This design comes from an exercise in tuning for small area on the open sky130 flow, not from production work.
The RTL was checked by simulation tests, not by an equivalence proof against the original design.

File: flow/config.mk
export PLATFORM = sky130hd
export DESIGN_NAME = cpu
export DESIGN_NICKNAME = cpu
export VERILOG_FILES = /design/flow/design.v
export SDC_FILE = /design/flow/constraint.sdc
export NUM_CORES = 4
export LEC_CHECK = 0
export CAP_MARGIN = 20
export CORE_MARGIN = 2
export CORE_UTILIZATION = 60
export CTS_CLUSTER_DIAMETER = 100
export CTS_CLUSTER_SIZE = 20
export SLEW_MARGIN = 20
File: flow/constraint.sdc
create_clock -name core_clock -period 20.0 [get_ports {clock}]
set_input_delay 4.0000 -clock core_clock [delete_from_list [all_inputs] [get_ports {clock}]]
set_output_delay 4.0000 -clock core_clock [all_outputs]
set_load 0.01 [all_outputs]
File: flow/design.v
module rca #(parameter W = 32) (
    input  [W-1:0] a,
    input  [W-1:0] b,
    input          ci,
    output [W-1:0] s,
    output         co
);
    wire [W:0] c;
    assign c[0] = ci;
    genvar j;
    generate
        for (j = 0; j < W; j = j + 1) begin : FA
            assign s[j]   = a[j] ^ b[j] ^ c[j];
            assign c[j+1] = (a[j] & b[j]) | (c[j] & (a[j] ^ b[j]));
        end
    endgenerate
    assign co = c[W];
endmodule
module alu (
    input  [31:0] a,
    input  [31:0] b,
    input  [4:0]  op,
    input  [4:0]  shamt,
    output reg [31:0] result,
    output        ne,
    output        lt,
    output        ovf
);
    wire        sub = op[0];
    wire [31:0] bs  = sub ? ~b : b;
    wire [31:0] sum;
    wire        co;
    rca #(32) ADD(.a(a), .b(bs), .ci(sub), .s(sum), .co(co));
    assign ovf = (~a[31] & ~bs[31] & sum[31]) | (a[31] & bs[31] & ~sum[31]);
    assign lt  = sum[31] ^ ovf;
    assign ne  = |sum;
    wire        left = ~op[0];
    wire [31:0] ar;
    genvar i;
    generate
        for (i = 0; i < 32; i = i + 1) begin : REV
            assign ar[i] = a[31 - i];
        end
    endgenerate
    wire [31:0] sin = left ? ar : a;
    wire        fill = ~left & a[31];
    wire [31:0] s1 = shamt[0] ? {fill, sin[31:1]} : sin;
    wire [31:0] s2 = shamt[1] ? {{2{fill}}, s1[31:2]} : s1;
    wire [31:0] s3 = shamt[2] ? {{4{fill}}, s2[31:4]} : s2;
    wire [31:0] s4 = shamt[3] ? {{8{fill}}, s3[31:8]} : s3;
    wire [31:0] sh = shamt[4] ? {{16{fill}}, s4[31:16]} : s4;
    wire [31:0] shr;
    generate
        for (i = 0; i < 32; i = i + 1) begin : REV2
            assign shr[i] = sh[31 - i];
        end
    endgenerate
    always @* begin
        case (op)
            5'd0, 5'd1: result = sum;
            5'd2:       result = a & b;
            5'd3:       result = a | b;
            5'd4:       result = shr;
            5'd5:       result = sh;
            default:    result = 32'b0;
        endcase
    end
endmodule
module multdiv (
    input         clock,
    input  [31:0] a,
    input  [31:0] b,
    input         start_mul,
    input         start_div,
    output [31:0] result,
    output        exception,
    output        ready
);
    reg  [64:0] p;
    reg  [4:0]  cnt;
    reg         rdy;
    reg         mode;    
    wire zero   = (p[2:0] == 3'b000) | (p[2:0] == 3'b111);
    wire times2 = ~(p[1] ^ p[0]);
    wire sel_a  = start_div | (~start_div & mode & ~rdy & ~zero & ~times2);
    wire sel_a2 = ~start_div & mode & ~rdy & ~zero & times2;
    wire sel_q  = ~start_div & ~mode & rdy;
    wire sel_p  = ~start_div & mode & rdy;
    wire sel_b  = ~start_div & ~mode & ~rdy;
    wire xz     = start_div | rdy;
    wire sub    = start_div ? a[31] : mode ? (p[2] & ~rdy) : rdy ? (a[31] ^ b[31]) : ~(p[64] ^ b[31]);
    wire [31:0] y = ({32{sel_a}} & a) | ({32{sel_a2}} & {a[30:0], 1'b0})
                  | ({32{sel_q}} & p[33:2]) | ({32{sel_p}} & p[32:1]) | ({32{sel_b}} & b);
    wire [31:0] x = {32{~xz}} & p[64:33];
    wire [31:0] sum = x + (y ^ {32{sub}}) + {31'b0, sub};
    always @(posedge clock) begin
        if (start_mul) begin
            p    <= {32'b0, b, 1'b0};
            cnt  <= 5'd16;
            mode <= 1'b1;
        end else if (start_div) begin
            p    <= {31'b0, sum, 2'b0};
            cnt  <= 5'd0;
            mode <= 1'b0;
        end else begin
            if (mode) p <= {sum[31], sum[31], sum, p[32:2]};
            else      p <= {sum[30:0], p[32:2], ~sum[31], p[1:0]};
            cnt <= cnt + 5'd1;
        end
        rdy <= ~(start_mul | start_div) & (cnt == 5'd31);
    end
    wire not_ovf = (&p[64:32]) | ~(|p[64:32]);
    wire mul_ovf = ~not_ovf | (a[31] & b[31] & p[32]);
    assign result    = sum;
    assign exception = mode ? mul_ovf : ~(|b);
    assign ready     = ~(start_mul | start_div) & rdy;
endmodule
module regfile (
    input         clock,
    input         reset,
    input         we,
    input  [4:0]  wr,
    input  [31:0] wd,
    input  [4:0]  ra,
    output [31:0] q
);
    reg  [31:1] vld;
    wire [31:0] sel;
    wire [31:0] rf [0:31];
    assign rf[0] = 32'b0;
    assign sel[0] = 1'b0;
    always @(posedge clock or posedge reset) begin
        if (reset) vld <= 31'b0;
        else if (we) vld[wr] <= 1'b1;
    end
    genvar i;
    generate
        for (i = 1; i < 32; i = i + 1) begin : R
            reg [31:0] q;
            always @(posedge clock)
                if (we && wr == i) q <= wd;
            assign rf[i] = q;
            assign sel[i] = (ra == i) & vld[i];
        end
    endgenerate
    reg [31:0] o;
    integer k;
    always @* begin
        o = 32'b0;
        for (k = 1; k < 32; k = k + 1)
            o = o | ({32{sel[k]}} & rf[k]);
    end
    assign q = o;
endmodule
module cpu(
    input         clock,
    input         reset,
    output [31:0] address_imem,
    input  [31:0] q_imem,
    output [31:0] address_dmem,
    output [31:0] data,
    output        wren,
    input  [31:0] q_dmem,
    output        ctrl_writeEnable,
    output [4:0]  ctrl_writeReg,
    output [31:0] data_writeReg
);
    reg  [31:0] pc;           
    reg  [31:0] ir_d;         
    reg  [31:0] ir_x;         
    reg  [31:0] a_x, b_x;     
    reg  [31:0] o_m;          
    reg  [31:0] b_m;          
    reg  [4:0]  rd_m;         
    reg         m_sw, m_lw, m_jal, m_setx, m_chg, m_exc;
    reg  [31:0] w_val;        
    reg  [4:0]  w_rd;
    reg         w_we;
    reg         dly_mul, dly_div;
    reg         p_off;
    reg         x_ok;
    wire        pipe_on;
    wire        stall_ok;
    wire        fetch_en = pipe_on & stall_ok;
    wire [4:0] op_x   = ir_x[31:27];
    wire       r_x    = (op_x == 5'b00000);
    wire       addi_x = (op_x == 5'b00101);
    wire       sw_x   = (op_x == 5'b00111);
    wire       lw_x   = (op_x == 5'b01000);
    wire       jr_x   = (op_x == 5'b00100);
    wire       bne_x  = (op_x == 5'b00010);
    wire       blt_x  = (op_x == 5'b00110);
    wire       bex_x  = (op_x == 5'b10110);
    wire       jal_x  = (op_x == 5'b00011);
    wire       setx_x = (op_x == 5'b10101);
    wire       jj_x   = (op_x[4:2] == 3'b000) & op_x[0];      
    wire       jbb_x  = jr_x | bne_x | blt_x;
    wire [4:0] aluop  = r_x ? ir_x[6:2] : ((addi_x | sw_x | lw_x) ? 5'd0 : 5'd1);
    wire       md_x   = (aluop[4:1] == 4'b0011);
    wire       mul_x  = md_x & ~aluop[0];
    wire       div_x  = md_x & aluop[0];
    wire [4:0] rs_x = ir_x[21:17];
    wire [4:0] rt_x = ir_x[16:12];
    wire [4:0] rd_x = ir_x[26:22];
    wire        fwd_m_a = m_chg & (rs_x == rd_m) & (rs_x != 5'b0);
    wire        fwd_w_a = w_we & (rs_x == w_rd) & (rs_x != 5'b0);
    wire        exc_a   = m_exc & (rs_x == 5'd30);
    wire [31:0] alu_a   = exc_a ? {29'b0, b_m[2:0]} : fwd_m_a ? o_m : fwd_w_a ? w_val : a_x;
    wire [4:0]  rb_x    = jbb_x ? rd_x : rt_x;
    wire        fwd_m_b = m_chg & (rb_x == rd_m) & (rb_x != 5'b0);
    wire        fwd_w_b = w_we & (rb_x == w_rd);
    wire        exc_b   = m_exc & (rt_x == 5'd30);
    wire [31:0] alu_b   = exc_b ? {29'b0, b_m[2:0]} : fwd_m_b ? o_m : fwd_w_b ? w_val : b_x;
    wire [31:0] immsx = {{15{ir_x[16]}}, ir_x[16:0]};
    wire [31:0] alu_bi = (addi_x | sw_x | lw_x) ? immsx : alu_b;
    wire [31:0] alu_res;
    wire        ne, lt, alu_ovf;
    alu ALU(.a(alu_a), .b(alu_bi), .op(aluop), .shamt(ir_x[11:7]),
            .result(alu_res), .ne(ne), .lt(lt), .ovf(alu_ovf));
    wire        start_mul = mul_x & ~dly_mul;
    wire        start_div = div_x & ~dly_div;
    wire [31:0] md_res;
    wire        md_exc, md_rdy;
    multdiv MD(.clock(clock), .a(alu_a), .b(alu_b), .start_mul(start_mul),
               .start_div(start_div), .result(md_res), .exception(md_exc), .ready(md_rdy));
    always @(posedge clock or posedge reset)
        if (reset) p_off <= 1'b0;
        else       p_off <= md_x & ~md_rdy;
    assign pipe_on = ~(p_off & ~md_rdy);
    always @(negedge clock) begin
            dly_mul <= mul_x;
            dly_div <= div_x;
        end
    wire [31:0] x_res = md_x ? md_res : alu_res;
    wire add_ov  = alu_ovf & r_x & (aluop == 5'd0);
    wire addi_ov = alu_ovf & addi_x;
    wire sub_ov  = alu_ovf & r_x & (aluop == 5'd1);
    wire mul_ov  = md_exc & mul_x;
    wire div_ov  = md_exc & div_x;
    wire [2:0] code = {mul_ov | div_ov, addi_ov | sub_ov, add_ov | sub_ov | div_ov};
    wire exc_x = (add_ov | addi_ov | sub_ov | mul_ov | div_ov) & x_ok;
    wire [17:0] imm_m1 = (jal_x ? 18'd0 : {ir_x[16], ir_x[16:0]}) - 18'd1;
    wire [31:0] pcx    = pc + {{14{imm_m1[17]}}, imm_m1};    
    wire        rs_lt  = ne & ~lt;
    wire        tk_b   = (blt_x & rs_lt) | (bne_x & ne);
    wire        sel1   = jr_x | tk_b;
    wire        sel0   = jj_x | tk_b | (bex_x & (|alu_a));
    wire        branch = sel1 | sel0;
    wire [31:0] pc_p1  = pc + 32'd1;
    wire [31:0] pc_in  = sel1 ? (sel0 ? pcx : alu_b) : (sel0 ? {5'b0, ir_x[26:0]} : pc_p1);
    wire [4:0] op_d = ir_d[31:27];
    wire [4:0] ra = (op_d == 5'b10110) ? 5'd30 : ir_d[21:17];
    wire       rd_as_b = (op_d == 5'b00111) | (op_d == 5'b00100) | (op_d == 5'b00010) | (op_d == 5'b00110);
    wire [4:0] rb = rd_as_b ? ir_d[26:22] : ir_d[16:12];
    wire       sw_d = (op_d == 5'b00111);
    wire       md_stall = (op_d == 5'b00000) & (ir_d[6:3] == 4'b0011) & md_x;
    wire       ld_stall = lw_x & ((ir_d[21:17] == rd_x) | (((ir_d[16:12] == rd_x) | (ir_d[26:22] == rd_x)) & ~sw_d));
    assign stall_ok = ~md_stall & ~ld_stall;
    reg tp, tn;
    always @(posedge clock or posedge reset)
        if (reset) tp <= 1'b0;
        else       tp <= ~tp;
    always @(negedge clock or posedge reset)
        if (reset) tn <= 1'b0;
        else       tn <= tp;
    wire phase = tp ^ tn;
    wire [31:0] rf_q;
    regfile RF(.clock(clock), .reset(reset), .we(w_we), .wr(w_rd), .wd(w_val),
               .ra(phase ? rb : ra), .q(rf_q));
    reg [31:0] a_d;
    always @(posedge clock)
        a_d <= (w_we & (w_rd == ra) & (ra != 5'b0)) ? w_val : rf_q;
    always @(negedge clock or posedge reset)
        if (reset) begin
            pc            <= 32'b0;
            ir_d[31:22]   <= 10'b0;
            ir_d[6:2]     <= 5'b0;
        end else if (fetch_en) begin
            pc            <= pc_in;
            ir_d[31:22]   <= branch ? 10'b0 : q_imem[31:22];
            ir_d[6:2]     <= branch ? 5'b0 : q_imem[6:2];
        end
    always @(negedge clock)
        if (fetch_en) begin
            ir_d[21:7]    <= branch ? 15'b0 : q_imem[21:7];
            ir_d[1:0]     <= branch ? 2'b0 : q_imem[1:0];
        end
    wire kill_x = branch | ~stall_ok;
    always @(negedge clock or posedge reset)
        if (reset) begin
            ir_x[31:22]   <= 10'b0;
            ir_x[6:2]     <= 5'b0;
            x_ok          <= 1'b0;
        end else if (pipe_on) begin
            ir_x[31:22]   <= kill_x ? 10'b0 : ir_d[31:22];
            ir_x[6:2]     <= kill_x ? 5'b0 : ir_d[6:2];
            x_ok          <= 1'b1;
        end
    always @(negedge clock)
        if (pipe_on) begin
            ir_x[21:7]    <= kill_x ? 15'b0 : ir_d[21:7];
            ir_x[1:0]     <= kill_x ? 2'b0 : ir_d[1:0];
            a_x           <= a_d;
            b_x           <= rf_q;
        end
    wire [4:0] op_mi = exc_x ? 5'b10101 : op_x;
    wire [4:0] rd_mi = exc_x ? 5'b0 : rd_x;
    wire chg_mi = ((op_mi == 5'b00000) | (op_mi == 5'b01000) | (op_mi == 5'b00101)) ? (rd_mi != 5'b0)
                : ((op_mi == 5'b00011) | (op_mi == 5'b10101));
    always @(negedge clock or posedge reset)
        if (reset) begin
            m_sw <= 1'b0; m_lw <= 1'b0; m_jal <= 1'b0; m_setx <= 1'b0; m_chg <= 1'b0; m_exc <= 1'b0;
        end else if (pipe_on) begin
            m_sw   <= (op_mi == 5'b00111);
            m_lw   <= (op_mi == 5'b01000);
            m_jal  <= (op_mi == 5'b00011);
            m_setx <= (op_mi == 5'b10101);
            m_chg  <= chg_mi;
            m_exc  <= exc_x;
        end
    always @(negedge clock)
        if (pipe_on) begin
            rd_m <= rd_mi;
            o_m  <= x_res;
            b_m  <= exc_x ? {29'b0, code} : setx_x ? {5'b0, ir_x[26:0]} : jal_x ? pcx : alu_b;
        end
    always @(negedge clock or posedge reset)
        if (reset)        w_we <= 1'b0;
        else if (pipe_on) w_we <= m_chg;
    always @(negedge clock)
        if (pipe_on) begin
            w_val <= m_lw ? q_dmem : (m_jal | m_setx) ? b_m : o_m;
            w_rd  <= m_setx ? 5'd30 : m_jal ? 5'd31 : rd_m;
        end
    assign address_imem     = pc;
    assign address_dmem     = o_m;
    assign wren             = m_sw;
    assign data             = (w_we & (w_rd == rd_m)) ? w_val : b_m;
    assign ctrl_writeEnable = w_we;
    assign ctrl_writeReg    = w_rd;
    assign data_writeReg    = w_val;
endmodule
File: flow/flow/run.sh
#!/bin/bash
# The standard layout (the standard.sh: ORFS synthesis with the standard flow's
# synthesis script, floorplan, placement, CTS and routing) with three changes
# that make it smaller:
#  - synthesis maps the logic with an area-oriented ABC script (flow/abc.script)
#    in place of ORFS's abc_speed.script; everything else in synthesis, the
#    flip-flop mapping and register names included, is the standard one;
#  - the port buffers that every input and output gets are buf_1 cells rather
#    than the 10 um2 delay buffers ORFS picks by default;
#  - clock tree synthesis inserts no dummy loads.
# Each tool's full output goes to ORFS's logs under orfs/logs; the make output
# goes to synth.log and standard.log here.
set -euo pipefail
export BUFFER_PORTS_ARGS="-buffer_cell sky130_fd_sc_hd__buf_1"
export CTS_ARGS="-sink_clustering_enable -repair_clock_nets -sink_clustering_size 20 -sink_clustering_max_diameter 100 -dont_use_dummy_load"

rm -rf scripts_abc
cp -r "$FLOW_HOME/scripts" scripts_abc
cp flow/abc.script scripts_abc/abc_speed.script
sed "s|CLKGATE_MAP_FILE= |CLKGATE_MAP_FILE= SCRIPTS_DIR=$PWD/scripts_abc |" standard.sh > standard_abc.sh
grep -q "SCRIPTS_DIR=$PWD/scripts_abc" standard_abc.sh
bash standard_abc.sh synth > synth.log 2>&1
bash standard.sh > standard.log 2>&1
File: flow/flow/abc.script
strash
&get -n
&st
&syn2
&dch -f
&nf -R 1000 -p -C 32
&st
&syn2
&dch -f
&nf -R 1000 -p -C 32
&st
&syn2
&dch -f
&nf -R 1000 -p -C 32
&put
buffer -c
topo
stime -c
upsize -c
dnsize -c
File: flow/standard.sh
#!/bin/bash
# synth_recipe.tcl (not shown) runs the flow's synth.tcl, then flattens the netlist and writes it again
# the make line also repeats each setting of config.mk as NAME=value (left out here)
make -C /OpenROAD-flow-scripts/flow DESIGN_CONFIG=/design/flow/config.mk WORK_HOME=/design/flow/orfs CLKGATE_MAP_FILE= SYNTH_SCRIPT=/design/flow/synth_recipe.tcl "${@:-finish}"
==> qor.csv, run 1 <==
metric,value,unit
status,finished clean,
cpMostUsedCell,fa_1,
drc,0,
cts_root_buffer,clkbuf_16,
rr_endpoint,pc[15],
worstSetupEndpoint,pc[15],
nFillCells,7752,
critical_path.startpoint,ir_x[27],
grt_util_met2,64.7,%
synth_seq_cells,1406,
track_usage,45.6,%
post-route-period-util,97.4,%
cp.required,30.50,ns
antenna_found_initial,15,
layout_commonest_cell,edfxtp_1,
cp_slowest_stage_delay,0.59,ns
start_util,60.4,%
reg2regPathDepth,55,
place_inst,6461,
worst_path_max_delay_cell,fa_1,
reg2reg_slack,0.52,ns
clk_latency,0.73,ns
busiest_layer,met2,
crit_arrival,29.99,ns
drt_iter0_markers,9714,
synthFlopType,edfxtp_1,
grt_pass1_wl,345000,microns
drv_slew,0,
final_core_util,66.8,%
fin_nets,5557,
fin_cells,6772,
synth_area,63600,sq um
fmaxAchievable,51.3,MHz
synth_edf_count,1197,
syn-instance-count,4960,
post_drt_wl_per_cell,37.0,microns
ctsHtreeMaxLevel,3,
grt_max_degree,77,
maxCapViolCount,0,
grt_pass1_vias,46553,
synthToLayoutAreaGrowth,10.6,%
tightest_slew,1.16,ns
path_class,flop to flop,
hold_ws,0.446,ns
vias_per_cell,7.35,
setup_viol,0,
rows,119,
start_kind,flop,
clock_sinks,1406,
use_met3,15.8,%
post-dp-hpwl,155000,microns
first_pass_iters,10,
fp.dieArea,109000,sq um
drive_gt1_share,10.6,%
synth_nets,5142,
fin_worst_skew,0.100,ns
path_max_fanout,29,
finalHoldViolCount,0,
hp-class,flop to flop,
io-pin-count,201,
postSynthAreaPerCell,12.8,sq um
clockBufferDepth,3,
use_met1,62.6,%
postCtsHoldBufs,0,
core,105000,sq um
drtAntennaViolNets,0,
cts_tree,yes,
yosysSeqAreaShare,63.9,%
fp.dieW,330,microns
min_period,19.48,ns
routed_wl,251000,microns
most-common-layout-cells,"edfxtp_1, nand2_1, o21ai_0",
slew_headroom,22.2,%
yosys_warnings,4,
clk_pin_slew,0.08,ns
die_h,330,microns
synthArstFlopShare,7.40,%
gp_congestion,1.04,
synthDistinctLibCells,80,
r2r-start,ir_x[27],
io_buffers,200,
cts_inserted_buffers,85,
grt_overflow_total,0,
vias,49795,
end_kind,flop,
Yosys cell counts, types with 26 or more instances:
| master | n | area share, % |
|---|---|---|
| nand2_1 | 375 | 2.2 |
| nand3_1 | 65 | 0.51 |
| nor2_1 | 287 | 1.7 |
| edfxtp_1 | 1197 | 56 |
| o22ai_1 | 85 | 0.84 |
| o21ai_0 | 295 | 2.3 |
| mux2_2 | 72 | 1.3 |
| buf_1 | 35 | 0.21 |
| a21o_1 | 59 | 0.70 |
| xnor2_1 | 119 | 1.6 |
| fa_1 | 33 | 1.0 |
| dfxtp_1 | 105 | 3.3 |
| clkbuf_1 | 313 | 1.8 |
| a222oi_1 | 176 | 2.8 |
| o221ai_1 | 52 | 0.72 |
| nand4_1 | 106 | 1.0 |
| o211ai_1 | 48 | 0.57 |
| a22o_1 | 58 | 0.80 |
| a211oi_1 | 29 | 0.34 |
| dfrtn_1 | 71 | 2.8 |
| a22oi_1 | 183 | 2.2 |
| dfrtp_1 | 33 | 1.3 |
| and2_1 | 51 | 0.50 |
| xor2_1 | 63 | 0.87 |
| nor4_1 | 26 | 0.26 |
| a221oi_1 | 39 | 0.54 |
| ha_1 | 83 | 1.6 |
| mux2i_1 | 169 | 2.7 |
| inv_1 | 68 | 0.40 |
| and3_1 | 67 | 0.66 |
| nor3_1 | 42 | 0.33 |
| o21bai_1 | 26 | 0.31 |
| a21oi_1 | 290 | 2.3 |
through the flow:
stage                     setup WS [ns]  setup TNS [ns]  cell area [sq um]
after detailed placement         0.0439               0              67200
after global placement            0.238               0              67200
after floorplan                   0.243               0              63600
final                             0.516               0              70300
after CTS                        0.0115               0              70100
after global routing            -0.0660         -0.0915              70300
kinds of logic (layout without fill, tap and decap cells):
kind of cell    count (synthesis)  count (layout)  synth area share (%)
compound gates               1449            1449                  15.7
xor+xnor                      182             182                  2.51
fa+ha+maj                     127             127                  2.84
buf+inv                       424             834                  2.52
flops                        1406            1406                  63.9
mux                           244             244                  4.04
other cells                     0               8                     0
simple gates                 1128            1131                  8.45
critical path: cells and delay by family, from the launching register on:
family | cells | cell delay (ns)
fa+ha+maj | 31 | 14.31
flops | 1 | 0.38
buf+inv | 4 | 0.48
simple gates | 11 | 2.14
mux | 3 | 1.00
compound gates | 6 | 1.04
state kept, by name, indices dropped and copies added (netlist names), 31 cells and up:
| signal | cells |
|---|---|
| RF.vld | 31 |
| a_d | 32 |
| pc | 32 |
| ir_x | 32 |
| w_val | 32 |
| a_x | 32 |
| ir_d | 32 |
| b_x | 32 |
| b_m | 32 |
| RF.R.q | 992 |
| o_m | 32 |
| MD.p | 65 |
timing repair:
| action | 4_1_cts | 5_1_grt |
|---|---|---|
| setup buffers | 0 | 8 |
| cloned | 0 | 4 |
| gates resized for setup | 1 | 24 |
| setup endpoints to repair | 3 | 117 |
| pin swaps | 0 | 6 |
per-layer routing:
layer | vias to the layer above | routed length [microns]
met5 | - | 436
met4 | 28 | 15300
met3 | 899 | 41100
met2 | 4430 | 104000
met1 | 24227 | 89400
li1 | 20211 | -
final cells by class:
type / instances / area (sq um) / share of cell area (%)
Multi-Input combinational cell: 3133 / 21900 / 31.1
Timing Repair Buffer: 472 / 2900 / 4.12
Tap cell: 1391 / 1740 / 2.47
Clock inverter: 206 / 773 / 1.10
Inverter: 71 / 277 / 0.393
Antenna cell: 8 / 20.0 / 0.0285
Sequential cell: 1406 / 40700 / 57.8
Clock buffer: 85 / 2130 / 3.02
worst min-delay path by stage:
stage / from / to / slack, ns / cells after the start
after global placement: RF.vld[15] / RF.vld[15] / 0.43 / 1
after floorplan: x_ok / x_ok / 0.42 / 1
final: MD.cnt[0] / MD.cnt[0] / 0.45 / 1
after detailed placement: MD.cnt[0] / MD.cnt[0] / 0.44 / 1
after CTS: MD.cnt[0] / MD.cnt[0] / 0.45 / 1
after global routing: RF.vld[14] / RF.vld[14] / 0.47 / 1
==> run 2, diff against run 1 <==
--- a/flow/design.v
+++ b/flow/design.v
@@ -178,3 +178,3 @@
     reg         w_we;
-    reg         dly_mul, dly_div;
+    reg         dly_md;
     reg         p_off;
@@ -219,4 +219,4 @@
             .result(alu_res), .ne(ne), .lt(lt), .ovf(alu_ovf));
-    wire        start_mul = mul_x & ~dly_mul;
-    wire        start_div = div_x & ~dly_div;
+    wire        start_mul = mul_x & ~dly_md;
+    wire        start_div = div_x & ~dly_md;
     wire [31:0] md_res;
@@ -229,6 +229,4 @@
     assign pipe_on = ~(p_off & ~md_rdy);
-    always @(negedge clock) begin
-            dly_mul <= mul_x;
-            dly_div <= div_x;
-        end
+    always @(negedge clock)
+        dly_md <= md_x;
     wire [31:0] x_res = md_x ? md_res : alu_res;
--- a/flow/flow/run.sh
+++ b/flow/flow/run.sh
@@ -14,3 +14,3 @@
 export BUFFER_PORTS_ARGS="-buffer_cell sky130_fd_sc_hd__buf_1"
-export CTS_ARGS="-sink_clustering_enable -repair_clock_nets -sink_clustering_size 20 -sink_clustering_max_diameter 100 -dont_use_dummy_load"
+export CTS_ARGS="-sink_clustering_enable -repair_clock_nets -sink_clustering_size 25 -sink_clustering_max_diameter 80 -dont_use_dummy_load"
 
--- a/flow/config.mk
+++ b/flow/config.mk
@@ -10,4 +10,4 @@
 export CORE_UTILIZATION = 60
-export CTS_CLUSTER_DIAMETER = 100
-export CTS_CLUSTER_SIZE = 20
+export CTS_CLUSTER_DIAMETER = 80
+export CTS_CLUSTER_SIZE = 25
 export SLEW_MARGIN = 20
==> run 2 against run 1 <==
Final area fell by 0.91%. Final cell count rose by 0.38%. Global-route usage down 0.18 points. Die area hardly changed. Critical endpoint is now MD.p[64]. Highest routed layer unchanged.
==> qor.csv, run 2 <==
metric,value,unit
post_drt_wl_per_cell,36.7,microns
layout_commonest_cell,edfxtp_1,
synth_commonest_cells,"edfxtp_1, nand2_1, nor2_1",
maxCapViolCount,0,
setup_viol,0,
ctsHtreeMaxLevel,3,
synth_seq_cells,1405,
clockBufferDepth,3,
synthTopCellsByArea,"edfxtp_1, dfxtp_1, dfrtn_1",
reg2reg_slack,0.60,ns
core,105000,sq um
synthToLayoutAreaGrowth,9.61,%
syn-instance-count,5009,
holdPathStages,1,
yosysSeqAreaShare,63.9,%
start_kind,flop,
clk_pin_slew,0.07,ns
clock_sinks,1405,
synthDistinctLibCells,93,
postSynthAreaPerCell,12.7,sq um
largest_register_ffs,992,
drc,0,
path_max_fanout,9,
rr_endpoint,MD.p[64],
cp_slowest_stage_delay,0.49,ns
grt_pass1_vias,46283,
antenna_found_initial,19,
min_period,19.40,ns
fmaxAchievable,51.6,MHz
grt_pass1_wl,344000,microns
status,finished clean,
vias,49842,
routed_wl,249000,microns
synth_nets,5191,
hp-class,flop to flop,
cpMostUsedCell,a21o_1,
drt_iter0_markers,9626,
fin_area,69700,sq um
die_h,330,microns
tightest_slew,1.29,ns
io-pin-count,201,
vias_per_cell,7.33,
track_usage,45.4,%
fin_nets,5582,
fp.dieArea,109000,sq um
cp.required,20.49,ns
reg_top3,"RF.R.q: 992 flops, MD.p: 65 flops",
synth_most_common_cell,edfxtp_1,
clk_latency,0.72,ns
grt_max_degree,94,
reg2regPathDepth,46,
yosysTopAreaCellShare,56.5,%
finalHoldViolCount,0,
cts_inserted_buffers,72,
min_from,ir_d[2],
fin_worst_skew,0.122,ns
cts_root_buffer,clkbuf_16,
drtAntennaViolNets,0,
crit_arrival,19.89,ns
gp_congestion,1.10,
io_buffers,200,
rows,119,
synth_area,63600,sq um
end_kind,flop,
yosysTopAreaCell,edfxtp_1,
synthFlopType,edfxtp_1,
post-dp-hpwl,155000,microns
synthArstFlopShare,7.40,%
synth_edf_count,1197,
path_class,flop to flop,
regMostFlops,RF.R.q,
yosys_warnings,4,
worst_path_max_delay_cell,mux2i_1,
grt_overflow_total,0,
drv_slew,0,
start_util,60.4,%
fp.dieW,330,microns
slew_headroom,13.0,%
rsz0062_at_grt,true,
place_area,67000,sq um
most-common-layout-cells,"edfxtp_1, nand2_1, inv_1",
r2r-start,ir_x[27],
post-route-period-util,97.0,%
holdPathEnd,ir_x[2],
drive_gt1_share,9.91,%
cts_tree,yes,
first_pass_iters,10,
[run 2: how the worst max path moves through the flow]
stage               startpoint        to
finish                ir_x[27]  MD.p[64]
floorplan             ir_x[27]     pc[5]
detailed placement    ir_x[27]  ir_x[13]
CTS                   ir_x[27]  ir_x[21]
global route          ir_x[27]    pc[13]
global placement      ir_x[27]  ir_x[21]
[run 2: kinds of logic (layout without fill, tap and decap cells)]
group	count (synthesis)	count (layout)	share of synthesized area, %
AOI/OAI and AO/OA	1415	1415	15.7
DFF	1405	1405	63.9
and+or+nand+nor	1279	1279	9.49
buffers and inverters	431	820	2.65
muxes	203	203	3.39
xor gates and xnor gates	158	158	2.20
adders and majority gates	118	118	2.70
other	0	9	0
[run 2: stage by stage]
stage | worst slack, ns | util, % | setup TNS (ns) | instances | hold WS (ns)
2_1_floorplan | 1.20 | - | 0 | 5009 | 0.418
3_3_place_gp | 0.554 | 63.7 | 0 | 6512 | 0.430
3_5_place_dp | 0.279 | 63.7 | 0 | 6512 | 0.437
4_1_cts | 0.232 | 66.1 | 0 | 6788 | 0.449
5_1_grt | -0.0214 | 66.2 | -0.0895 | 6789 | 0.467
6_report | 0.598 | 66.2 | 0 | 6798 | 0.451
[run 2: worst max-delay path: cells and delay by family (launching register included)]
family | cells | cell delay [ns]
AOI/OAI and AO/OA | 28 | 5.16
xor gates and xnor gates | 3 | 0.70
adders and majority gates | 2 | 0.66
buffers and inverters | 3 | 0.45
DFF | 1 | 0.36
muxes | 2 | 0.83
and+or+nand+nor | 8 | 1.13
[run 2: final cells by class]
cell class,count,area (sq um)
multi-input combinational,3173,21700
timing repair buffer,456,2690
antenna,9,22.5
clock inverter,205,769
clock buffer,72,1800
sequential,1405,40600
tap,1391,1740
inverter,87,337
fill,7795,35600
[run 2: metal layers]
| metal | track usage, % | wire (microns) |
|---|---|---|
| met5 | 0 | 139 |
| met4 | 21.0 | 13900 |
| met3 | 15.1 | 42900 |
| met2 | 64.4 | 104000 |
| met1 | 63.5 | 88200 |
[run 2: what timing repair did]
action / CTS / global route
buffers inserted: 0 / 0
setup endpoints to repair: 0 / 121
resized for setup: 0 / 17
hold buffers: 0 / 0
==> run 3, diff against run 2 <==
--- a/flow/design.v
+++ b/flow/design.v
@@ -76,3 +76,4 @@
     output        exception,
-    output        ready
+    output        ready,
+    output        ready_next    
 );
@@ -116,2 +117,3 @@
     assign ready     = ~(start_mul | start_div) & rdy;
+    assign ready_next = ~(start_mul | start_div) & (cnt == 5'd31);
 endmodule
@@ -222,5 +224,6 @@
     wire [31:0] md_res;
-    wire        md_exc, md_rdy;
+    wire        md_exc, md_rdy, md_rdy_next;
     multdiv MD(.clock(clock), .a(alu_a), .b(alu_b), .start_mul(start_mul),
-               .start_div(start_div), .result(md_res), .exception(md_exc), .ready(md_rdy));
+               .start_div(start_div), .result(md_res), .exception(md_exc), .ready(md_rdy),
+               .ready_next(md_rdy_next));
     always @(posedge clock or posedge reset)
@@ -229,2 +232,3 @@
     assign pipe_on = ~(p_off & ~md_rdy);
+    wire   on_next = ~(md_x & ~md_rdy & ~md_rdy_next);
     always @(negedge clock)
@@ -264,8 +268,10 @@
     wire phase = tp ^ tn;
+    wire [4:0]  ra_p = on_next ? ra : rs_x;
+    wire [4:0]  rb_p = pipe_on ? rb : rb_x;
     wire [31:0] rf_q;
     regfile RF(.clock(clock), .reset(reset), .we(w_we), .wr(w_rd), .wd(w_val),
-               .ra(phase ? rb : ra), .q(rf_q));
+               .ra(phase ? rb_p : ra_p), .q(rf_q));
     reg [31:0] a_d;
     always @(posedge clock)
-        a_d <= (w_we & (w_rd == ra) & (ra != 5'b0)) ? w_val : rf_q;
+        a_d <= (w_we & (w_rd == ra_p) & (ra_p != 5'b0)) ? w_val : rf_q;
     always @(negedge clock or posedge reset)
@@ -300,5 +306,7 @@
             ir_x[1:0]     <= kill_x ? 2'b0 : ir_d[1:0];
-            a_x           <= a_d;
-            b_x           <= rf_q;
         end
+    always @(negedge clock) begin
+        a_x <= a_d;
+        b_x <= rf_q;
+    end
     wire [4:0] op_mi = exc_x ? 5'b10101 : op_x;
--- a/flow/config.mk
+++ b/flow/config.mk
@@ -12,2 +12,3 @@
 export CTS_CLUSTER_SIZE = 25
+export PLACE_DENSITY = 0.75
 export SLEW_MARGIN = 20
==> run 3 against run 2 <==
Still clean on timing, DRC and antenna. Final area shrank 0.82%. Sequential share of layout area shrank 0.44 points. First-iteration DRC count shrank 3.9%. Sequential cell count is the same. Area after synthesis shrank 1.1%. Die area shrank 1.1%. Synthesized cell count is essentially flat. Clock skew shrank 0.0072 ns. Maximum frequency grew 0.24%. Setup slack gained 0.050 ns.
==> qor.csv, run 3 <==
metric,value,unit
status,finished clean,
post-route-period-util,96.8,%
synth_most_common_cell,edfxtp_1,
synthToLayoutAreaGrowth,9.94,%
reg2regPathDepth,58,
fin_cells,6791,
start_util,60.6,%
grt_max_degree,79,
rows,118,
maxCapViolCount,0,
synth_area,62900,sq um
fin_nets,5583,
routed_wl,245000,microns
fin_worst_skew,0.115,ns
yosys_warnings,4,
synthFlopType,edfxtp_1,
path_buf_inv,6,
io_buffers,200,
fin_area,69100,sq um
min_period,19.35,ns
grt_pass1_wl,340000,microns
clockBufferDepth,3,
synth_commonest_cells,"edfxtp_1, nand2_1, nor2_1",
post_drt_wl_per_cell,36.0,microns
clk_latency,0.72,ns
postSynthAreaPerCell,12.5,sq um
largest_register_ffs,992,
clock_sinks,1405,
post-dp-hpwl,152000,microns
fmaxAchievable,51.7,MHz
drtAntennaViolNets,0,
drv_slew,0,
path_class,flop to flop,
finalHoldViolCount,0,
slew_headroom,16.2,%
core,104000,sq um
grt_pass1_vias,46354,
post-place-ws,-0.0796,ns
cp_top_family,adder cells,
antenna_found_initial,10,
hp-class,flop to flop,
synthTopCellsByArea,"edfxtp_1, dfxtp_1, dfrtn_1",
cp.required,30.49,ns
ctsHtreeMaxLevel,3,
layout_commonest_cell,edfxtp_1,
io-pin-count,201,
die_h,328,microns
track_usage,44.8,%
multi_input_area,21800,sq um
drive_gt1_share,10.0,%
place_area,66300,sq um
grt_overflow_total,0,
fp.dieArea,107000,sq um
fp.dieW,328,microns
reg2reg_slack,0.65,ns
crit_arrival,29.84,ns
yosysTopAreaCell,edfxtp_1,
tightest_slew,1.24,ns
yosysTopAreaCellShare,54.1,%
synthDistinctLibCells,88,
cts_inserted_buffers,72,
regMostFlops,RF.R.q,
path_max_fanout,39,
cpMostUsedCell,fa_1,
reg_top3,"RF.R.q: 992 flops, MD.p: 65 flops",
holdPathStages,2,
end_kind,flop,
most-common-layout-cells,"edfxtp_1, nand2_1, nor2_1",
yosysSeqAreaShare,63.6,%
synthArstFlopShare,7.40,%
synth_edf_count,1133,
nFillCells,7723,
hold_ws,0.427,ns
synth_seq_cells,1405,
rsz0062_at_grt,false,
drc,0,
layout.area.seq,40000,sq um
vias_per_cell,7.30,
syn-instance-count,5012,
cp_slowest_stage_delay,0.59,ns
crit_cells,58,
drt_iter0_markers,9252,
clk_pin_slew,0.07,ns
gp_congestion,1.09,
vias,49543,
cts_root_buffer,clkbuf_16,
start_kind,flop,
synth_nets,5193,
setup_viol,0,
place_inst,6492,
fin_ws,0.649,ns
worst_path_max_delay_cell,fa_2,
first_pass_iters,9,
cts_tree,yes,
## run 3: cell types whose count changed after synthesis, moves of 28 or more
cell      before   now
dfxtp_1      104   168
nor2_1       305   343
o21ai_0      232   260
edfxtp_1    1197  1133
xor2_1        48    79
a22oi_1      235   181
## run 3: metrics by stage
step | util [%] | setup TNS, ns
3_3_place_gp | 63.8 | 0
6_report | 66.6 | 0
4_1_cts | 66.3 | 0
2_1_floorplan | - | 0
3_5_place_dp | 63.9 | -0.0854
5_1_grt | 66.6 | 0
## run 3: final cells by class
class	count	share of cell area (%)
inverter	63	0.353
clock inverter	205	1.11
clock buffer	72	2.61
sequential	1405	57.8
tap	1380	2.50
timing repair buffer	459	4.05
multi-input combinational	3196	31.5
antenna	11	0.0398
## run 3: worst min-delay path: stages, from the launching register on
cell	delay [ns]
dfrtn_1	0.41
nand2_1	0.05
nand2_1	0.05
## run 3: kinds of logic after synthesis
| group | Yosys count | share of synthesized area, % |
|---|---|---|
| compound gates | 1391 | 15.6 |
| xor+xnor | 174 | 2.42 |
| fa+ha+maj | 120 | 2.76 |
| buf+inv | 411 | 2.53 |
| flops | 1405 | 63.6 |
| mux | 199 | 3.37 |
| simple gates | 1312 | 9.78 |
## run 3: path summary, 6_finish.rpt
kind                       endpoint  startpoint
setup / recovery             pc[27]    ir_x[27]
hold / removal                 m_sw        m_sw
setup reg to reg             pc[27]    ir_x[27]
hold reg to reg                m_sw        m_sw
max in group asynchronous        tn       reset
min in group asynchronous     p_off       reset
## run 3: repair_timing
action,CTS,global route
gates resized for setup,1,25
gates cloned,0,2
endpoints found under the setup margin,11,118
pin swaps,0,4
hold buffers,0,0
setup buffers,0,7
## run 3: layer usage
metal	GRT usage, %	wire [microns]	vias to the layer above
met4	28.6	19200	0
met1	57.7	82500	23973
met3	11.4	35700	956
met5	0	0	-
li1	-	-	20190
met2	68.2	107000	4424
==> run 4, diff against run 3 <==
--- a/flow/design.v
+++ b/flow/design.v
@@ -57,12 +57,10 @@
     endgenerate
-    always @* begin
-        case (op)
-            5'd0, 5'd1: result = sum;
-            5'd2:       result = a & b;
-            5'd3:       result = a | b;
-            5'd4:       result = shr;
-            5'd5:       result = sh;
-            default:    result = 32'b0;
-        endcase
-    end
+    wire op_as  = (op[4:1] == 4'd0);
+    wire op_and = (op == 5'd2);
+    wire op_or  = (op == 5'd3);
+    wire op_sl  = (op == 5'd4);
+    wire op_sr  = (op == 5'd5);
+    always @*
+        result = ({32{op_as}} & sum) | ({32{op_and}} & (a & b)) | ({32{op_or}} & (a | b))
+               | ({32{op_sl}} & shr) | ({32{op_sr}} & sh);
 endmodule
@@ -209,3 +207,6 @@
     wire        exc_a   = m_exc & (rs_x == 5'd30);
-    wire [31:0] alu_a   = exc_a ? {29'b0, b_m[2:0]} : fwd_m_a ? o_m : fwd_w_a ? w_val : a_x;
+    wire        sa_m = ~exc_a & fwd_m_a;
+    wire        sa_w = ~exc_a & ~fwd_m_a & fwd_w_a;
+    wire        sa_x = ~exc_a & ~fwd_m_a & ~fwd_w_a;
+    wire [31:0] alu_a   = ({32{exc_a}} & {29'b0, b_m[2:0]}) | ({32{sa_m}} & o_m) | ({32{sa_w}} & w_val) | ({32{sa_x}} & a_x);
     wire [4:0]  rb_x    = jbb_x ? rd_x : rt_x;
@@ -214,3 +215,6 @@
     wire        exc_b   = m_exc & (rt_x == 5'd30);
-    wire [31:0] alu_b   = exc_b ? {29'b0, b_m[2:0]} : fwd_m_b ? o_m : fwd_w_b ? w_val : b_x;
+    wire        sb_m = ~exc_b & fwd_m_b;
+    wire        sb_w = ~exc_b & ~fwd_m_b & fwd_w_b;
+    wire        sb_x = ~exc_b & ~fwd_m_b & ~fwd_w_b;
+    wire [31:0] alu_b   = ({32{exc_b}} & {29'b0, b_m[2:0]}) | ({32{sb_m}} & o_m) | ({32{sb_w}} & w_val) | ({32{sb_x}} & b_x);
     wire [31:0] immsx = {{15{ir_x[16]}}, ir_x[16:0]};
@@ -251,3 +255,4 @@
     wire [31:0] pc_p1  = pc + 32'd1;
-    wire [31:0] pc_in  = sel1 ? (sel0 ? pcx : alu_b) : (sel0 ? {5'b0, ir_x[26:0]} : pc_p1);
+    wire [31:0] pc_in  = ({32{sel1 & sel0}} & pcx) | ({32{sel1 & ~sel0}} & alu_b)
+                       | ({32{~sel1 & sel0}} & {5'b0, ir_x[26:0]}) | ({32{~sel1 & ~sel0}} & pc_p1);
     wire [4:0] op_d = ir_d[31:27];
@@ -330,3 +335,4 @@
             o_m  <= x_res;
-            b_m  <= exc_x ? {29'b0, code} : setx_x ? {5'b0, ir_x[26:0]} : jal_x ? pcx : alu_b;
+            b_m  <= ({32{exc_x}} & {29'b0, code}) | ({32{~exc_x & setx_x}} & {5'b0, ir_x[26:0]})
+                  | ({32{~exc_x & jal_x}} & pcx) | ({32{~exc_x & ~setx_x & ~jal_x}} & alu_b);
         end
@@ -337,3 +343,4 @@
         if (pipe_on) begin
-            w_val <= m_lw ? q_dmem : (m_jal | m_setx) ? b_m : o_m;
+            w_val <= ({32{m_lw}} & q_dmem) | ({32{~m_lw & (m_jal | m_setx)}} & b_m)
+                   | ({32{~m_lw & ~m_jal & ~m_setx}} & o_m);
             w_rd  <= m_setx ? 5'd30 : m_jal ? 5'd31 : rd_m;
==> run 4 against run 3 <==
Area after synthesis fell by 0.65%. Worst hold slack gained 0.0088 ns. Register-to-register slack got worse by 0.08 ns. Critical path depth shrank 13. Sequential cell count is the same. Wire length rose by 1.8%. Final cell count shrank 1.7%. Global-route usage grew 0.87 points. Die area fell by 0.64%. Still clean.
==> qor.csv, run 4 <==
metric,value,unit
status,finished clean,
synthFlopType,edfxtp_1,
most-common-layout-cells,"edfxtp_1, nand2_1, inv_1",
rows,118,
antenna_found_initial,12,
synth_commonest_cells,"edfxtp_1, nand2_1, clkbuf_1",
cts_tree,yes,
track_usage,45.7,%
end_kind,flop,
postSynthAreaPerCell,12.8,sq um
io_buffers,200,
fp.dieArea,107000,sq um
crit_arrival,19.98,ns
post-route-period-util,97.1,%
drive_gt1_share,10.2,%
maxCapViolCount,0,
synthToLayoutAreaGrowth,10.1,%
synth_nets,5079,
drtAntennaViolNets,0,
path_max_fanout,6,
yosys_warnings,4,
layout_commonest_cell,edfxtp_1,
grt_pass1_wl,343000,microns
rsz0062_at_grt,false,
yosysTopAreaCellShare,54.4,%
min_period,19.43,ns
cp.required,20.55,ns
worst_path_max_delay_cell,or4_1,
crit_cells,45,
fin_ws,0.571,ns
drv_slew,0,
synthArstFlopShare,7.40,%
synth_seq_cells,1405,
reg2regPathDepth,45,
synth_area,62500,sq um
path_buf_inv,2,
path_class,flop to flop,
hp-class,flop to flop,
syn-instance-count,4898,
clockBufferDepth,3,
io-pin-count,201,
fin_nets,5473,
clock_sinks,1405,
fin_worst_skew,0.108,ns
setup_viol,0,
synth_edf_count,1133,
core,103000,sq um
synthDistinctLibCells,95,
grt_pass1_vias,45938,
routed_wl,249000,microns
start_kind,flop,
grt_overflow_total,0,
cpMostUsedCell,a21o_1,
regMostFlops,RF.R.q,
finalHoldViolCount,0,
grt_max_degree,74,
yosysTopAreaCell,edfxtp_1,
drt_iter0_markers,10746,
slew_headroom,18.6,%
clk_pin_slew,0.07,ns
cts_root_buffer,clkbuf_16,
fin_area,68800,sq um
cts_inserted_buffers,75,
start_util,60.5,%
cp_top_family,compound AO/OA/AOI/OAI gates,
drc,0,
synth_most_common_cell,edfxtp_1,
holdPathStages,1,
post-dp-hpwl,155000,microns
ctsHtreeMaxLevel,3,
reg_top3,"RF.R.q: 992 flops, MD.p: 65 flops",
fmaxAchievable,51.9,MHz
post_drt_wl_per_cell,37.3,microns
die_h,327,microns
fp.dieW,327,microns
tightest_slew,1.22,ns
place_area,65900,sq um
gp_congestion,1.07,
yosysSeqAreaShare,64.0,%
clk_latency,0.72,ns
first_pass_iters,9,
post-place-ws,-0.0313,ns
vias_per_cell,7.39,
synthTopCellsByArea,"edfxtp_1, dfxtp_1, a222oi_1",
cp_slowest_stage_delay,0.54,ns
vias,49300,
largest_register_ffs,992,
-- run 4: changes by cell type after synthesis, sizes merged, moves of 22 or more --
cell / previous run / this run
a222oi: 171 / 233
o211ai: 69 / 23
nand2: 454 / 415
o21ai: 277 / 242
a221oi: 40 / 73
nor2: 345 / 312
a21o: 32 / 59
inv: 62 / 86
nand3: 84 / 60
o22ai: 74 / 51
buf: 51 / 29
-- run 4: per-stage QoR --
stage	std cells	hold WS, ns	TNS, ns	util (%)
3_5_place_dp	6379	0.427	-0.139	63.8
2_1_floorplan	4898	0.403	0	-
4_1_cts	6658	0.431	0	66.3
5_1_grt	6670	0.450	0	66.6
6_report	6674	0.436	0	66.6
3_3_place_gp	6378	0.428	0	63.8
-- run 4: worst register-to-register path, delay by kind of cell (launching register included) --
family | cells | cell delay (ns)
flip-flops | 1 | 0.39
adder cells (fa/ha/maj) | 2 | 0.62
AND/OR/NAND/NOR | 9 | 1.70
XOR/XNOR | 3 | 0.45
buffers and inverters | 2 | 0.31
multiplexers | 1 | 0.33
AO/OA/AOI/OAI | 28 | 5.55
-- run 4: final timing paths --
check | end | startpoint | slack, ns
setup / recovery | MD.p[32] | ir_x[30] | 0.57
min in group asynchronous | RF.vld[20] | reset | 3.93
hold reg to reg | x_ok | x_ok | 0.44
setup reg to reg | MD.p[32] | ir_x[30] | 0.57
max in group asynchronous | tn | reset | 5.58
hold / removal | x_ok | x_ok | 0.44
-- run 4: per-layer routing --
metal	routed length, microns	track usage, %	up-vias
li1	-	-	19940
met1	84200	60.5	23907
met2	110000	69.1	4547
met3	36600	11.1	900
met4	18700	27.0	6
met5	42	0	-
-- run 4: area by class of cell --
cell class | instances | area, sq um
inverter | 88 | 340
fill | 7520 | 34500
antenna | 4 | 10.0
sequential | 1405 | 40000
clock inverter | 205 | 769
clock buffer | 75 | 1880
multi-input combinational | 3059 | 21300
tap | 1380 | 1730
timing repair buffer | 458 | 2790
-- run 4: logic make-up (layout without fill, tap and decap cells) --
family | after synthesis | in the layout | synth area share [%]
flops | 1405 | 1405 | 64.0
compound gates | 1399 | 1399 | 16.2
simple gates | 1211 | 1211 | 9.20
buf+inv | 434 | 826 | 2.65
mux | 174 | 174 | 3.00
xor+xnor | 155 | 155 | 2.18
fa+ha+maj | 120 | 120 | 2.78
other cells | 0 | 4 | 0
-- run 4: timing repair --
item	in CTS	in global routing
buffers inserted	0	7
hold buffers	0	0
cloned	0	2
endpoints found under the hold margin	0	0
resized for setup	1	22
pin swaps	0	5
endpoints found under the setup margin	43	140
==> run 5, diff against run 4 <==
--- a/flow/design.v
+++ b/flow/design.v
@@ -349,3 +349,3 @@
     assign address_dmem     = o_m;
-    assign wren             = m_sw;
+    assign wren             = m_sw & ~reset;
     assign data             = (w_we & (w_rd == rd_m)) ? w_val : b_m;
==> run 5 against run 4 <==
Still clean on timing, DRC and antenna. Area after synthesis up 0.22%. First-iteration DRC count down 2.5%. Register-to-register slack worse by 0.05 ns. Sequential cell count unchanged. Critical path type unchanged. Critical endpoint unchanged. Highest routed layer unchanged.
==> qor.csv, run 5 <==
metric,value,unit
status,finished clean,
routed_wl,249000,microns
setup_viol,0,
r2r-start,ir_x[30],
slew_headroom,18.3,%
grt_pass1_wl,345000,microns
path_class,flop to flop,
grt_max_degree,81,
synth_edf_count,1133,
ctsHtreeMaxLevel,3,
yosysTopAreaCellShare,54.3,%
worst_path_max_delay_cell,dfrtn_1,
place_area,66100,sq um
synthToLayoutAreaGrowth,9.83,%
yosysTopAreaCell,edfxtp_1,
grt_pass1_vias,46177,
gp_congestion,1.09,
first_pass_iters,8,
fin_area,68800,sq um
synth_most_common_cell,edfxtp_1,
fp.dieW,327,microns
cts_root_buffer,clkbuf_16,
path_max_fanout,15,
clockBufferDepth,3,
worstSetupEndpoint,MD.p[32],
drv_slew,0,
cp.required,20.58,ns
cp_top_family,compound AO/OA/AOI/OAI gates,
yosys_warnings,4,
syn-instance-count,4906,
vias_per_cell,7.39,
fin_nets,5472,
cp_slowest_stage_delay,0.38,ns
fin_ws,0.525,ns
clock_sinks,1405,
post-place-ws,0.225,ns
cpMostUsedCell,a21o_1,
rows,118,
hp-class,flop to flop,
vias,49352,
synthFlopType,edfxtp_1,
antenna_found_initial,16,
die_h,327,microns
post-dp-hpwl,158000,microns
drtAntennaViolNets,0,
reg2regPathDepth,49,
critical_path.startpoint,ir_x[30],
cts-resized-gates,0,
yosysSeqAreaShare,63.9,%
end_kind,flop,
layout_commonest_cell,edfxtp_1,
regMostFlops,RF.R.q,
track_usage,45.9,%
synth_nets,5087,
start_kind,flop,
tightest_slew,1.22,ns
grt_overflow_total,0,
synth_area,62600,sq um
reg_top3,"RF.R.q: 992 flops, MD.p: 65 flops",
synthTopCellsByArea,"edfxtp_1, dfxtp_1, a222oi_1",
final_core_util,66.5,%
drt_iter0_markers,10476,
rr_endpoint,MD.p[32],
finalHoldViolCount,0,
cts_inserted_buffers,73,
path_buf_inv,5,
start_util,60.5,%
io_buffers,200,
core,103000,sq um
postCtsHoldBufs,0,
drive_gt1_share,9.91,%
post_drt_wl_per_cell,37.3,microns
drc,0,
synthArstFlopShare,7.40,%
most-common-layout-cells,"edfxtp_1, nand2_1, a21oi_1",
synth_commonest_cells,"edfxtp_1, nand2_1, clkbuf_1",
fin_setup_tns,0,ns
crit_cells,49,
maxCapViolCount,0,
fin_worst_skew,0.123,ns
synth_seq_cells,1405,
clk_pin_slew,0.10,ns
synthDistinctLibCells,91,
largest_register_ffs,992,
post-cts-setup-buffers,0,
cts_tree,yes,
io-pin-count,201,
postSynthAreaPerCell,12.8,sq um
clk_latency,0.73,ns
crit_arrival,20.05,ns
fp.dieArea,107000,sq um
reg2reg_slack,0.52,ns
## run 5: cell count changes in the layout (fill, tap and decap cells not counted), sizes merged, moves of 17 or more
| cell | delta |
|---|---|
| inv | -19 |
| mux2i | +28 |
| a21oi | +27 |
| nand2 | -30 |
| o221ai | -20 |
| o21ai | +23 |
| a222oi | -17 |
## run 5: how the worst min path moves through the flow
stage                     depth (start not counted)  slack (ns)         end  startpoint
after CTS                                         1        0.45        x_ok        x_ok
after global routing                              1        0.47   RF.vld[6]   RF.vld[6]
after global placement                            1        0.43   MD.cnt[0]   MD.cnt[0]
final                                             1        0.46   RF.vld[6]   RF.vld[6]
after floorplan                                   2        0.39        m_sw        m_sw
after detailed placement                          1        0.44  RF.vld[26]  RF.vld[26]
## run 5: area by class of cell
| cell class | instances | area [sq um] |
|---|---|---|
| Clock buffer | 73 | 1830 |
| Inverter | 71 | 274 |
| Sequential cell | 1405 | 40000 |
| Antenna cell | 9 | 22.5 |
| Multi-Input combinational cell | 3084 | 21500 |
| Clock inverter | 205 | 769 |
| Timing Repair Buffer | 451 | 2650 |
| Fill cell | 7651 | 34700 |
| Tap cell | 1380 | 1730 |
## run 5: cells by family (layout without fill, tap and decap cells)
kind of cell / after synthesis / count (layout) / synth area share [%]
other: 0 / 9 / 0
flip-flops: 1405 / 1405 / 63.9
AO/OA/AOI/OAI: 1427 / 1427 / 16.2
XOR/XNOR: 155 / 155 / 2.17
adder cells (fa/ha/maj): 124 / 124 / 2.84
multiplexers: 202 / 202 / 3.40
AND/OR/NAND/NOR: 1175 / 1176 / 9.04
buffers and inverters: 418 / 800 / 2.52
## run 5: stage by stage
step,hold slack [ns],std cells
6_report,0.457,6678
5_1_grt,0.471,6669
4_1_cts,0.446,6668
3_5_place_dp,0.436,6391
3_3_place_gp,0.427,6391
2_1_floorplan,0.392,4906
## run 5: metal layers
metal  wire length [microns]  global-route usage (%)  share of wire (%)  vias to the layer above
met3                   42000                    15.4                 17                      850
met4                   14300                    21.1                5.7                       22
met1                   87900                    63.7                 35                    23828
met2                  105000                    65.7                 42                     4636
met5                     134                       0              0.054                        -
li1                        -                       -                  -                    20016
==> run 6, diff against run 5 <==
--- a/flow/design.v
+++ b/flow/design.v
@@ -30,5 +30,8 @@
     wire [31:0] bs  = sub ? ~b : b;
-    wire [31:0] sum;
-    wire        co;
-    rca #(32) ADD(.a(a), .b(bs), .ci(sub), .s(sum), .co(co));
+    wire [15:0] s_lo, s_h0, s_h1;
+    wire        c16, co0, co1;
+    rca #(16) ADDL (.a(a[15:0]),  .b(bs[15:0]),  .ci(sub),  .s(s_lo), .co(c16));
+    rca #(16) ADDH0(.a(a[31:16]), .b(bs[31:16]), .ci(1'b0), .s(s_h0), .co(co0));
+    rca #(16) ADDH1(.a(a[31:16]), .b(bs[31:16]), .ci(1'b1), .s(s_h1), .co(co1));
+    wire [31:0] sum = {c16 ? s_h1 : s_h0, s_lo};
     assign ovf = (~a[31] & ~bs[31] & sum[31]) | (a[31] & bs[31] & ~sum[31]);
--- a/flow/flow/run.sh
+++ b/flow/flow/run.sh
@@ -14,3 +14,3 @@
 export BUFFER_PORTS_ARGS="-buffer_cell sky130_fd_sc_hd__buf_1"
-export CTS_ARGS="-sink_clustering_enable -repair_clock_nets -sink_clustering_size 25 -sink_clustering_max_diameter 80 -dont_use_dummy_load"
+export CTS_ARGS="-sink_clustering_enable -repair_clock_nets -sink_clustering_size 14 -sink_clustering_max_diameter 60 -buf_list sky130_fd_sc_hd__clkbuf_8 -dont_use_dummy_load"
 
--- a/flow/config.mk
+++ b/flow/config.mk
@@ -10,4 +10,5 @@
 export CORE_UTILIZATION = 60
-export CTS_CLUSTER_DIAMETER = 80
-export CTS_CLUSTER_SIZE = 25
+export CTS_BUF_LIST = sky130_fd_sc_hd__clkbuf_8
+export CTS_CLUSTER_DIAMETER = 60
+export CTS_CLUSTER_SIZE = 14
 export PLACE_DENSITY = 0.75
==> run 6 against run 5 <==
Still clean on timing, DRC and antenna. Setup slack improved by 0.16 ns. Highest routed layer unchanged. Area after synthesis grew 0.18%. Sequential cell count did not move. Count of clock-buffer cells in the layout increased by 57. Final cell count rose by 1.3%. Non-clock buffer count decreased by 10. Final area about the same.
==> qor.csv, run 6 <==
metric,value,unit
postSynthAreaPerCell,12.7,sq um
synth_area,62700,sq um
routed_wl,244000,microns
yosysTopAreaCell,edfxtp_1,
cts_root_buffer,clkbuf_8,
antenna_found_initial,12,
fin_setup_tns,0,ns
cp.required,20.70,ns
reg2reg_slack,0.68,ns
fp.dieW,327,microns
slew_headroom,9.66,%
fin_area,68800,sq um
grt_max_degree,85,
synthToLayoutAreaGrowth,9.63,%
path_max_fanout,20,
regMostFlops,RF.R.q,
post_drt_wl_per_cell,36.2,microns
most-common-layout-cells,"edfxtp_1, nand2_1, a21oi_1",
io_buffers,200,
first_pass_iters,17,
die_h,327,microns
synth_edf_count,1133,
fin_worst_skew,0.181,ns
syn-instance-count,4956,
min_from,m_sw,
fin_cells,6763,
cts_tree,yes,
synth_commonest_cells,"edfxtp_1, nand2_1, a21oi_1",
place_inst,6411,
reg2regPathDepth,44,
rsz0062_at_grt,false,
fin_ws,0.683,ns
setup_viol,0,
synth_most_common_cell,edfxtp_1,
tightest_slew,1.36,ns
clockBufferDepth,3,
largest_register_ffs,992,
synthArstFlopShare,7.40,%
finalHoldViolCount,0,
vias,49537,
synth_seq_cells,1405,
holdPathEnd,m_sw,
synthTopCellsByArea,"edfxtp_1, dfxtp_1, a222oi_1",
rr_endpoint,MD.p[32],
clk_pin_slew,0.09,ns
fin_nets,5562,
io-pin-count,201,
crit_arrival,20.01,ns
cpMostUsedCell,a21o_1,
place_area,66000,sq um
post-dp-hpwl,153000,microns
synthFlopType,edfxtp_1,
drt_iter0_markers,9707,
r2r-start,ir_x[29],
drive_gt1_share,10.7,%
rows,118,
layout_commonest_cell,edfxtp_1,
status,finished clean,
postCtsHoldBufs,0,
yosysSeqAreaShare,63.7,%
synthDistinctLibCells,88,
drtAntennaViolNets,0,
post-place-ws,0.535,ns
maxCapViolCount,0,
hp-class,flop to flop,
worst_path_max_delay_cell,or4_4,
ctsHtreeMaxLevel,4,
yosysTopAreaCellShare,54.2,%
cts_inserted_buffers,130,
start_util,60.5,%
clock_sinks,1405,
drc,0,
cp_slowest_stage_delay,0.57,ns
synth_nets,5138,
end_kind,flop,
grt_pass1_wl,341000,microns
reg_top3,"RF.R.q: 992 flops, MD.p: 65 flops",
gp_congestion,1.06,
clk_latency,0.88,ns
start_kind,flop,
yosys_warnings,4,
vias_per_cell,7.32,
fp.dieArea,107000,sq um
holdPathStages,2,
grt_pass1_vias,46802,
path_class,flop to flop,
critical_path.startpoint,ir_x[29],
core,104000,sq um
drv_slew,0,
track_usage,45.2,%
grt_overflow_total,0,
## run 6: changes by cell type after synthesis, moves of 15 or more
cell	previous run	this run
a221oi_1	86	112
mux2i_1	127	84
nand2_1	384	362
a222oi_1	216	201
a21o_1	50	34
a22oi_1	211	164
o21ai_0	254	229
a21oi_1	296	343
nand2b_1	20	43
and3_1	76	52
a22o_1	44	66
nand4_1	106	122
## run 6: cells by family (layout without fill, tap and decap cells)
group	Yosys count	after routing	synth area share, %
buf+inv	429	850	2.57
simple gates	1231	1232	9.58
compound gates	1457	1457	16.5
other cells	0	5	0
fa+ha+maj	117	117	2.71
flops	1405	1405	63.7
xor+xnor	164	164	2.30
mux	153	153	2.59
## run 6: stage by stage
| step | utilization [%] | hold slack, ns |
|---|---|---|
| final | 66.4 | 0.419 |
| after global routing | 66.4 | 0.463 |
| after CTS | 66.1 | 0.419 |
| after detailed placement | 63.6 | 0.412 |
| after global placement | 63.6 | 0.413 |
| after floorplan | - | 0.392 |
## run 6: cell type report
type,count,area (sq um)
Antenna cell,5,12.5
Clock buffer,130,1790
Clock inverter,205,769
Fill cell,7644,34900
Inverter,74,285
Multi-Input combinational cell,3123,21600
Sequential cell,1405,40000
Tap cell,1380,1730
Timing Repair Buffer,441,2650
## run 6: worst max-delay path by stage
stage / to / slack [ns] / cells past startpoint
floorplan: MD.p[32] / 1.26 / 46
CTS: ir_x[7] / 0.53 / 56
detailed placement: MD.p[32] / 0.54 / 45
finish: MD.p[32] / 0.68 / 44
global route: pc[19] / 0.02 / 57
global placement: MD.p[32] / 0.65 / 45
## run 6: critical path, delay by kind of cell (launching register included)
| kind | cells | cell delay (ns) |
|---|---|---|
| AOI/OAI and AO/OA | 29 | 5.55 |
| xor gates and xnor gates | 2 | 0.40 |
| adders and majority gates | 2 | 0.65 |
| buffers and inverters | 4 | 0.83 |
| DFF | 1 | 0.37 |
| muxes | 1 | 0.43 |
| and+or+nand+nor | 6 | 1.03 |
## run 6: what timing repair did
item	CTS	global route
endpoints found under the setup margin	0	94
hold endpoints to repair	0	0
gates resized for setup	0	17
setup buffers	0	5
## run 6: metal layers
layer / vias up / GRT usage [%] / wire (microns)
li1: 20202 / - / -
met1: 23968 / 58.2 / 82900
met2: 4428 / 69.5 / 108000
met3: 937 / 11.8 / 35700
met4: 2 / 26.6 / 17700
met5: - / 0 / 7
